From an optimization exercise on the open Yosys and OpenROAD flow, aimed at small area, a short achievable clock period and few clock cycles; shortcuts taken in it are not production practice.
Function not checked in this run: the RTL went through the layout flow alone.
No activity file was given, so power comes from the tool's default toggle rates.

File: design/flow/design.v
module arbiter (
	clk,    
	reset,    
	req3,
	req2,
	req1,
	req0,   
	gnt3,   
	gnt2,   
	gnt1,   
	gnt0
	);
	input  clk;    
	input  reset;    
	input  req3;             
	input  req2;   
	input  req1;                          
	input  req0;   
	output gnt3;             
	output gnt2;   
	output gnt1;   
	output gnt0;
	wire beg       ;         
        wire comreq    ;         
	wire [1:0] gnt ;         
	reg  lgnt0     ;         
	reg  lgnt1     ;
	reg  lgnt2     ;
	reg  lgnt3     ;
	reg  enmask    ;         
	reg  mask0     ;         
	reg  mask1     ;  
	always @ (posedge clk)
	if (reset) begin         
	  lgnt0 <= 0;
	  lgnt1 <= 0;
	  lgnt2 <= 0;
	  lgnt3 <= 0;
	end 
        else 
          begin 
            lgnt0 <= (~comreq & ~mask1 & ~mask0 & ~req3 & ~req2 & ~req1 & req0)     
                   | (~comreq & ~mask1 &  mask0 & ~req3 & ~req2 &  req0)             
                   | (~comreq &  mask1 & ~mask0 & ~req3 &  req0)                     
                   | (~comreq &  mask1 &  mask0 & req0)                              
                   | ( comreq &  lgnt0);
            lgnt1 <= (~comreq & ~mask1 & ~mask0 &  req1)
                   | (~comreq & ~mask1 &  mask0 & ~req3 & ~req2 &  req1 & ~req0)
                   | (~comreq &  mask1 & ~mask0 & ~req3 &  req1 & ~req0)
                   | (~comreq &  mask1 &  mask0 &  req1 & ~req0)
                   | ( comreq &  lgnt1);
            lgnt2 <= (~comreq & ~mask1 & ~mask0 &  req2 & ~req1)
                   | (~comreq & ~mask1 &  mask0 &  req2)
                   | (~comreq &  mask1 & ~mask0 & ~req3 &  req2 & ~req1 & ~req0)
                   | (~comreq &  mask1 &  mask0 &  req2 & ~req1 & ~req0)
                   | ( comreq &  lgnt2);
            lgnt3 <= (~comreq & ~mask1 & ~mask0 & req3  & ~req2 & ~req1)
                   | (~comreq & ~mask1 &  mask0 & req3  & ~req2)
                   | (~comreq &  mask1 & ~mask0 & req3)
                   | (~comreq &  mask1 &  mask0 & req3  & ~req2 & ~req1 & ~req0)
                   | ( comreq &  lgnt3);
	  end 
	assign beg = (req3 | req2 | req1 | req0) & ~comreq;  
	always @ (posedge clk) begin                                                                       
          enmask <= (beg & ~enmask);                            
	end 
	assign comreq = (req3 & lgnt3)
		      | (req2 & lgnt2)
		      | (req1 & lgnt1)
		      | (req0 & lgnt0);
	assign gnt = {(lgnt3 | lgnt2),(lgnt3 | lgnt1)};
	always @ (posedge clk) begin
	  if(reset) begin
	    mask1 <= 0;
	    mask0 <= 0;
	  end else if (enmask) begin  
	    mask1 <= gnt[1];         
	    mask0 <= gnt[0];
	  end else begin
	    mask1 <= mask1;
	    mask0 <= mask0;
	  end 
        end
	assign gnt3 = lgnt3;   
	assign gnt2 = lgnt2;
	assign gnt1 = lgnt1;
	assign gnt0 = lgnt0;
endmodule
module crossbar (
	input clk,                                        
	input reset,                                      
	input  master_0_req,				  
	output master_0_ack,                              
	input  master_0_cmd,				  
	output master_0_resp,                             
	input  [31:0] master_0_addr,                      
	input  [31:0] master_0_wdata,                     
	output [31:0] master_0_rdata,                     
	input  master_1_req,				
	output master_1_ack,
	input  master_1_cmd,				
	output master_1_resp,
	input  [31:0] master_1_addr,
	input  [31:0] master_1_wdata,
	output [31:0] master_1_rdata,
	input  master_2_req,
	output master_2_ack,
	input  master_2_cmd,
	output master_2_resp,
	input  [31:0] master_2_addr,
	input  [31:0] master_2_wdata,
	output [31:0] master_2_rdata,
	input  master_3_req,
	output master_3_ack,
	input  master_3_cmd,
	output master_3_resp,
	input  [31:0] master_3_addr,
	input  [31:0] master_3_wdata,
	output [31:0] master_3_rdata,
	output slave_0_req,
	input  slave_0_ack,
	output slave_0_cmd,
	input  slave_0_resp,
	input  [31:0] slave_0_rdata,
	output [31:0] slave_0_wdata,
	output [31:0] slave_0_addr,
	output slave_1_req,
	input  slave_1_ack,
	output slave_1_cmd,
	input  slave_1_resp,
	input  [31:0] slave_1_rdata,
	output [31:0] slave_1_wdata,
	output [31:0] slave_1_addr,
	output slave_2_req,
	input  slave_2_ack,
	output slave_2_cmd,
	input  slave_2_resp,
	input  [31:0] slave_2_rdata,
	output [31:0] slave_2_wdata,
	output [31:0] slave_2_addr,
	output slave_3_req,
	input  slave_3_ack,
	output slave_3_cmd,
	input  slave_3_resp,
	input  [31:0] slave_3_rdata,
	output [31:0] slave_3_wdata,
	output [31:0] slave_3_addr
	);
	wire [3:0] slave_resp = {slave_3_resp, slave_2_resp, slave_1_resp, slave_0_resp}; 
	wire [3:0] slave_ack = {slave_3_ack, slave_2_ack, slave_1_ack, slave_0_ack};
	wire [3:0] master;
	reg  [3:0] master_read;	 
	arbiter arb(
	  .clk(clk),
	  .reset(reset),
	  .req0(master_0_req),
	  .req1(master_1_req),
	  .req2(master_2_req),
	  .req3(master_3_req),
	  .gnt0(master[0]),
	  .gnt1(master[1]),
	  .gnt2(master[2]),
	  .gnt3(master[3])
	);   
	always @(posedge clk) begin
	  if (reset)
	    master_read <= 0;  
	  else if (slave_resp)
	    master_read <= 0;
	  else if (master)
	    master_read <= (master[0] && !master_0_cmd) ? 4'b0001 :
			   (master[1] && !master_1_cmd) ? 4'b0010 :
			   (master[2] && !master_2_cmd) ? 4'b0100 : 
			   (master[3] && !master_3_cmd) ? 4'b1000 : 4'b0000;
	end    
	assign master_0_rdata = (master_0_resp) ?
				   slave_0_resp ? slave_0_rdata:
				   slave_1_resp ? slave_1_rdata:
				   slave_2_resp ? slave_2_rdata:
				   slave_3_resp ? slave_3_rdata: 0 : 0;
	assign master_1_rdata = (master_1_resp) ?
			           slave_0_resp ? slave_0_rdata:
				   slave_1_resp ? slave_1_rdata:
				   slave_2_resp ? slave_2_rdata:
				   slave_3_resp ? slave_3_rdata: 0 : 0;
	assign master_2_rdata = (master_2_resp) ?
				   slave_0_resp ? slave_0_rdata:
				   slave_1_resp ? slave_1_rdata:
			           slave_2_resp ? slave_2_rdata:
				   slave_3_resp ? slave_3_rdata: 0 : 0;
	assign master_3_rdata = (master_3_resp) ?
				   slave_0_resp ? slave_0_rdata:
				   slave_1_resp ? slave_1_rdata:
				   slave_2_resp ? slave_2_rdata:
				   slave_3_resp ? slave_3_rdata: 0 : 0;
	assign master_0_resp = (master_read == 4'b0001 && slave_resp) ? 1'b1 : 1'b0;  
	assign master_1_resp = (master_read == 4'b0010 && slave_resp) ? 1'b1 : 1'b0;
	assign master_2_resp = (master_read == 4'b0100 && slave_resp) ? 1'b1 : 1'b0;
	assign master_3_resp = (master_read == 4'b1000 && slave_resp) ? 1'b1 : 1'b0; 
	assign master_0_ack = (master == 4'b0001 && slave_ack) ? 1'b1 : 1'b0;     
	assign master_1_ack = (master == 4'b0010 && slave_ack) ? 1'b1 : 1'b0;
	assign master_2_ack = (master == 4'b0100 && slave_ack) ? 1'b1 : 1'b0;
	assign master_3_ack = (master == 4'b1000 && slave_ack) ? 1'b1 : 1'b0;  
	assign slave_0_addr = (slave_0_req) ?
		        (master == 4'b0001) ? master_0_addr:
			(master == 4'b0010) ? master_1_addr:
			(master == 4'b0100) ? master_2_addr:
			(master == 4'b1000) ? master_3_addr: 0 : 0;
	assign slave_1_addr = (slave_1_req) ?
		        (master == 4'b0001) ? master_0_addr:
		        (master == 4'b0010) ? master_1_addr:
		        (master == 4'b0100) ? master_2_addr:
		        (master == 4'b1000) ? master_3_addr: 0 : 0;
	assign slave_2_addr = (slave_2_req) ?
		        (master == 4'b0001) ? master_0_addr:
		        (master == 4'b0010) ? master_1_addr:
			(master == 4'b0100) ? master_2_addr:
			(master == 4'b1000) ? master_3_addr: 0 : 0;
	assign slave_3_addr = (slave_3_req) ?
		        (master == 4'b0001) ? master_0_addr:
		        (master == 4'b0010) ? master_1_addr:
		        (master == 4'b0100) ? master_2_addr:
		        (master == 4'b1000) ? master_3_addr: 0 : 0;
	assign slave_0_cmd = (slave_0_req) ?
		       (master == 4'b0001) ? master_0_cmd:
		       (master == 4'b0010) ? master_1_cmd:
		       (master == 4'b0100) ? master_2_cmd:
		       (master == 4'b1000) ? master_3_cmd: 1'b0 : 1'b0;
	assign slave_1_cmd = (slave_1_req) ?
		       (master == 4'b0001) ? master_0_cmd:
		       (master == 4'b0010) ? master_1_cmd:
		       (master == 4'b0100) ? master_2_cmd:
		       (master == 4'b1000) ? master_3_cmd: 1'b0 : 1'b0;
	assign slave_2_cmd = (slave_2_req) ?
		       (master == 4'b0001) ? master_0_cmd:
		       (master == 4'b0010) ? master_1_cmd:
		       (master == 4'b0100) ? master_2_cmd:
		       (master == 4'b1000) ? master_3_cmd: 1'b0 : 1'b0;
	assign slave_3_cmd = (slave_3_req) ?
		       (master == 4'b0001) ? master_0_cmd:
		       (master == 4'b0010) ? master_1_cmd:
		       (master == 4'b0100) ? master_2_cmd:
		       (master == 4'b1000) ? master_3_cmd: 1'b0 : 1'b0;
	assign slave_0_wdata = (slave_0_req) ?
		         (master == 4'b0001) ? master_0_wdata:
		         (master == 4'b0010) ? master_1_wdata:
			 (master == 4'b0100) ? master_2_wdata:
			 (master == 4'b1000) ? master_3_wdata: 0 : 0;
	assign slave_1_wdata = (slave_1_req) ?
			 (master == 4'b0001) ? master_0_wdata:
			 (master == 4'b0010) ? master_1_wdata:
		         (master == 4'b0100) ? master_2_wdata:
		         (master == 4'b1000) ? master_3_wdata: 0 : 0;
	assign slave_2_wdata = (slave_2_req) ?
			 (master == 4'b0001) ? master_0_wdata:
		         (master == 4'b0010) ? master_1_wdata:
			 (master == 4'b0100) ? master_2_wdata:
			 (master == 4'b1000) ? master_3_wdata: 0 : 0;
	assign slave_3_wdata = (slave_3_req) ?
			 (master == 4'b0001) ? master_0_wdata:
			 (master == 4'b0010) ? master_1_wdata:
			 (master == 4'b0100) ? master_2_wdata:
			 (master == 4'b1000) ? master_3_wdata: 0 : 0;
        reg slave_0_ack_delayed;
        reg slave_1_ack_delayed;
        reg slave_2_ack_delayed;
        reg slave_3_ack_delayed;
        always @(posedge clk) begin
          slave_0_ack_delayed <= slave_0_ack;
          slave_1_ack_delayed <= slave_1_ack;
          slave_2_ack_delayed <= slave_2_ack;
          slave_3_ack_delayed <= slave_3_ack;
        end
        assign slave_0_req = (((master == 4'b0001 && master_0_addr[31:30] == 2'b00) ||
			       (master == 4'b0010 && master_1_addr[31:30] == 2'b00) ||
			       (master == 4'b0100 && master_2_addr[31:30] == 2'b00) ||
			       (master == 4'b1000 && master_3_addr[31:30] == 2'b00)) && ~slave_0_ack_delayed) ? 1'b1 : 1'b0;
        assign slave_1_req = (((master == 4'b0001 && master_0_addr[31:30] == 2'b01) ||
			       (master == 4'b0010 && master_1_addr[31:30] == 2'b01) ||
			       (master == 4'b0100 && master_2_addr[31:30] == 2'b01) ||
			       (master == 4'b1000 && master_3_addr[31:30] == 2'b01)) && ~slave_1_ack_delayed) ? 1'b1 : 1'b0;
        assign slave_2_req = (((master == 4'b0001 && master_0_addr[31:30] == 2'b10) ||
			       (master == 4'b0010 && master_1_addr[31:30] == 2'b10) ||
			       (master == 4'b0100 && master_2_addr[31:30] == 2'b10) ||
			       (master == 4'b1000 && master_3_addr[31:30] == 2'b10)) && ~slave_2_ack_delayed) ? 1'b1 : 1'b0;
        assign slave_3_req = (((master == 4'b0001 && master_0_addr[31:30] == 2'b11) ||
			       (master == 4'b0010 && master_1_addr[31:30] == 2'b11) ||
			       (master == 4'b0100 && master_2_addr[31:30] == 2'b11) ||
			       (master == 4'b1000 && master_3_addr[31:30] == 2'b11)) && ~slave_3_ack_delayed) ? 1'b1 : 1'b0;
endmodule
File: design/flow/run.sh
#!/bin/bash
# synth_recipe.tcl (not shown) runs the flow's synth.tcl, then flattens the netlist and writes it again
# the make line also repeats each setting of config.mk as NAME=value (left out here)
make -C /OpenROAD-flow-scripts/flow DESIGN_CONFIG=/design/flow/config.mk WORK_HOME=/design/flow/orfs CLKGATE_MAP_FILE= SYNTH_SCRIPT=/design/flow/synth_recipe.tcl finish
File: design/flow/config.mk
export PLATFORM = sky130hd
export DESIGN_NAME = crossbar
export DESIGN_NICKNAME = crossbar
export VERILOG_FILES = /design/flow/design.v
export SDC_FILE = /design/flow/constraint.sdc
export NUM_CORES = 4
export LEC_CHECK = 0
export CAP_MARGIN = 20
export CORE_AREA = 5 5 295 295
export DIE_AREA = 0 0 300 300
export SLEW_MARGIN = 20
File: design/flow/constraint.sdc
create_clock -name core_clock -period 6.0 [get_ports {clk}]
set_input_delay 1.2000 -clock core_clock [delete_from_list [all_inputs] [get_ports {clk}]]
set_output_delay 1.2000 -clock core_clock [all_outputs]
set_load 0.01 [all_outputs]
==> summary.txt <==
[kinds of logic after synthesis]
group                  count (synthesis)
buffers and inverters                210
multiplexers                           1
AO/OA/AOI/OAI                        306
flip-flops                            15
AND/OR/NAND/NOR                      551
other                                  1
[critical path: stages]
cell             delay [ns]
clkdlybuf4s50_1        0.56
buf_4                  0.33
nor4_1                 0.13
nor2_1                 0.20
nand3_2                0.72
nor2_1                 0.35
clkdlybuf4s50_1        0.58
[Yosys cell counts (2+ instances only)]
cell type | n | share of area, %
nor2_1 | 395 | 25
clkbuf_1 | 105 | 6.6
a21oi_1 | 95 | 8.0
inv_1 | 80 | 5.0
a22oi_1 | 64 | 8.1
nand3b_1 | 45 | 5.7
nand2_1 | 41 | 2.6
a221o_1 | 33 | 5.6
o211ai_1 | 32 | 4.0
or4bb_1 | 27 | 5.1
o22ai_1 | 22 | 2.3
a21o_1 | 21 | 2.7
dfxtp_1 | 15 | 5.0
a22o_1 | 11 | 1.6
a222oi_1 | 10 | 1.7
nor3_1 | 9 | 0.76
buf_1 | 8 | 0.50
buf_6 | 6 | 1.1
nand4bb_1 | 6 | 1.1
nor2b_1 | 6 | 0.63
buf_2 | 5 | 0.42
buf_4 | 4 | 0.50
nand2b_1 | 4 | 0.42
o32ai_1 | 4 | 0.59
nor4_1 | 3 | 0.32
or4b_1 | 3 | 0.50
inv_2 | 2 | 0.13
nand3_1 | 2 | 0.17
nor4b_2 | 2 | 0.50
o2111ai_1 | 2 | 0.29
o21ai_0 | 2 | 0.17
o21bai_1 | 2 | 0.25
o311ai_0 | 2 | 0.29
or2_2 | 2 | 0.21
[worst paths after layout]
path                startpoint                  to  slack, ns
setup / recovery  slave_2_resp  master_3_rdata[16]       0.68
hold / removal      arb.enmask          arb.enmask       0.51
hold reg to reg     arb.enmask          arb.enmask       0.51
setup reg to reg     arb.lgnt0           arb.lgnt3       4.00
[power groups by stage]
stage / clock network, mW / registers (mW) / logic [mW]
floorplan: 0 / 0.124 / 0.648
global placement: 0 / 0.157 / 1.56
detailed placement: 0 / 0.157 / 1.56
CTS: 0.162 / 0.155 / 1.57
global route: 0.169 / 0.158 / 1.65
finish: 0.154 / 0.152 / 1.55
[stage by stage]
stage	hold slack [ns]	util, %	instances	area [µm²]	setup WS [ns]
6_report	0.513	18.4	2895	15300	0.682
5_1_grt	0.551	18.3	2891	15300	0.527
4_1_cts	0.515	18.3	2891	15300	0.691
3_5_place_dp	0.503	18.2	2887	15200	0.707
3_3_place_gp	0.502	18.2	2887	15200	0.743
2_1_floorplan	0.455	-	1087	5960	2.38
[area by class of cell]
type	instances	area (µm²)	share of cell area (%)
diodes	4	10.0	0.0653
clock buffers	3	75.1	0.490
clock inverters	1	7.51	0.0490
inverters	82	308	2.01
multi-input cells	862	4880	31.9
flip-flops and latches	15	310	2.02
well taps	1080	1350	8.81
repair buffers	848	8390	54.7
[metal layers]
| layer | global-route usage (%) | routed length [µm] |
|---|---|---|
| met5 | 0 | 41 |
| met1 | 17.0 | 28000 |
| met2 | 24.4 | 32900 |
| met4 | 2.13 | 1280 |
| met3 | 3.72 | 5460 |
==> out/qor.txt <==
Status: complete, no violations
Async SR Flop Fraction: 0%
First-pass GRT wire length: 89.2 mm
Switching fraction of total power: 55.3%
Worst Reg-to-Reg Cells: 6
CP startpoint kind: primary input
Unrepaired setup endpoints after global routing: false
Setup_tns: 0 ns
Initial core utilization: 7.12%
Post-Synthesis Cells: 1084
Antenna Nets Post-Route: 0
Commonest non-fill, non-tap cell in the layout: clkdlybuf4s50_1
Crit Path Max Fanout: 33
Number of library cell types mapped by synthesis: 48
I/O Buffers: 797
Synth Area in Simple Gates: 43.9%
Switching power: 1.03 mW
Final Max Slew Viols: 0
EDFF count, synth: 0
Die H: 300 µm
Combinational group share of total power: 83.6%
Compound-Gate Fraction of Synth Area: 36.5%
Chip Width: 300 µm
Hold Crit Class: reg -> reg
Gr ovfl total: 0
Die ar.: 90000 µm²
Clk pin slew, worst setup/hold paths: 0.06 ns
DP HPWL: 57.3 mm
DRT Pass-1 Iters: 8
Synthesized area: 5950 µm²
Total of max-cap violations: 0
Peak VDD IR: 0.0897 mV
Setup Crit Path Kind: in -> out
Seq pwr share: 8.2%
CTS buffer count: 3
Max clock buf depth: 2
Synth Flop Type: dfxtp_1
Share of cells above drive strength 1: 4.36%
Synth Area in XOR/XNOR: 0%
Largest family of logic cells by synthesized area: simple AND/OR/NAND/NOR gates
Synthesized flop and latch total: 15
Clock skew: 0.0113 ns
Clock share of power: 8.3%
Final wirelength: 67.7 mm
Wirelength per Cell: 23.4 µm
Final Hold Viols: 0
Clock latency on the worst-skew pair: 0.27 ns
Period utilisation layout: 88.6%
Final nets: 2214
Routed vias/inst: 3.91
Most frequent cells in the layout: 795 x clkdlybuf4s50_1, 395 x nor2_1, 95 x a21oi_1
Filler instances: 9486
Largest net degree at the start of global routing: 65
Final count of negative-setup-slack endpoints: 0
Core area: 83600 µm²
Clk sinks: 15
Setup Buffers After CTS: 0
Antenna violations before repair: 7
Routability congestion estimate: 0.875
Post-synthesis mux area share: 0.168%
Crit path DAT: 4.12 ns
Leakage: 5.30 nW
CP required: 4.80 ns
Tot Pwr: 1.86 mW
Root Driver: clkbuf_16
Hold Buf Count CTS: 0
Syn_area_per_cell: 5.49 µm²
Worst setup EP type: output port
Residual DRC: 0
H-Tree Level Count: 1
Sequential share of the synthesized area: 5.05%
IO Count: 802
Slew headroom: 33.7%
1st-iter DRT viols: 1049
CTS tree: done
Layout area overhead: 158%
GRT Overall Usage: 13.8%
Yosys warning total: 2
Hold-critical path depth: 1
Top reg by flops: master_read
Crit path time final: 5.32 ns
Largest register FFs: 4
Pwr per Cell Area: 121 nW/µm²
Via count: 11300
Internal: 830 µW
FP Rows: 106
Post-Synth Adder-Cell Area: 0%
Least-Margin Pin Slew: 0.994 ns
Post-CTS sizing: 0
Vias in the first global route: 11100
Fmax: 188 MHz

-- what the ideal ports hide --
No port has a modelled driver above. Below, the same layout with a new extraction and two added sets of constraints.
Step 1 assumes that a clkbuf_16 drives the clock port and a buf_2 every other input.
Step 2 moves the port delays by t, midway between the first and last clock arrival at a register: inputs arrive t later, outputs are due t later. That takes back most of the time a late clock gives input paths.
Slacks: no drivers / after step 1 / after step 2; pairs: no drivers / after step 1.
t, ns: 0.315
setup WS [ns]: 0.682 / 0.635 / 0.635
worst hold slack (ns): 0.513 / 0.513 / 0.513
After both steps this run still meets setup and hold. The setup slack of this run moves by -0.047 ns with the drivers and by -0.047 ns with both steps.
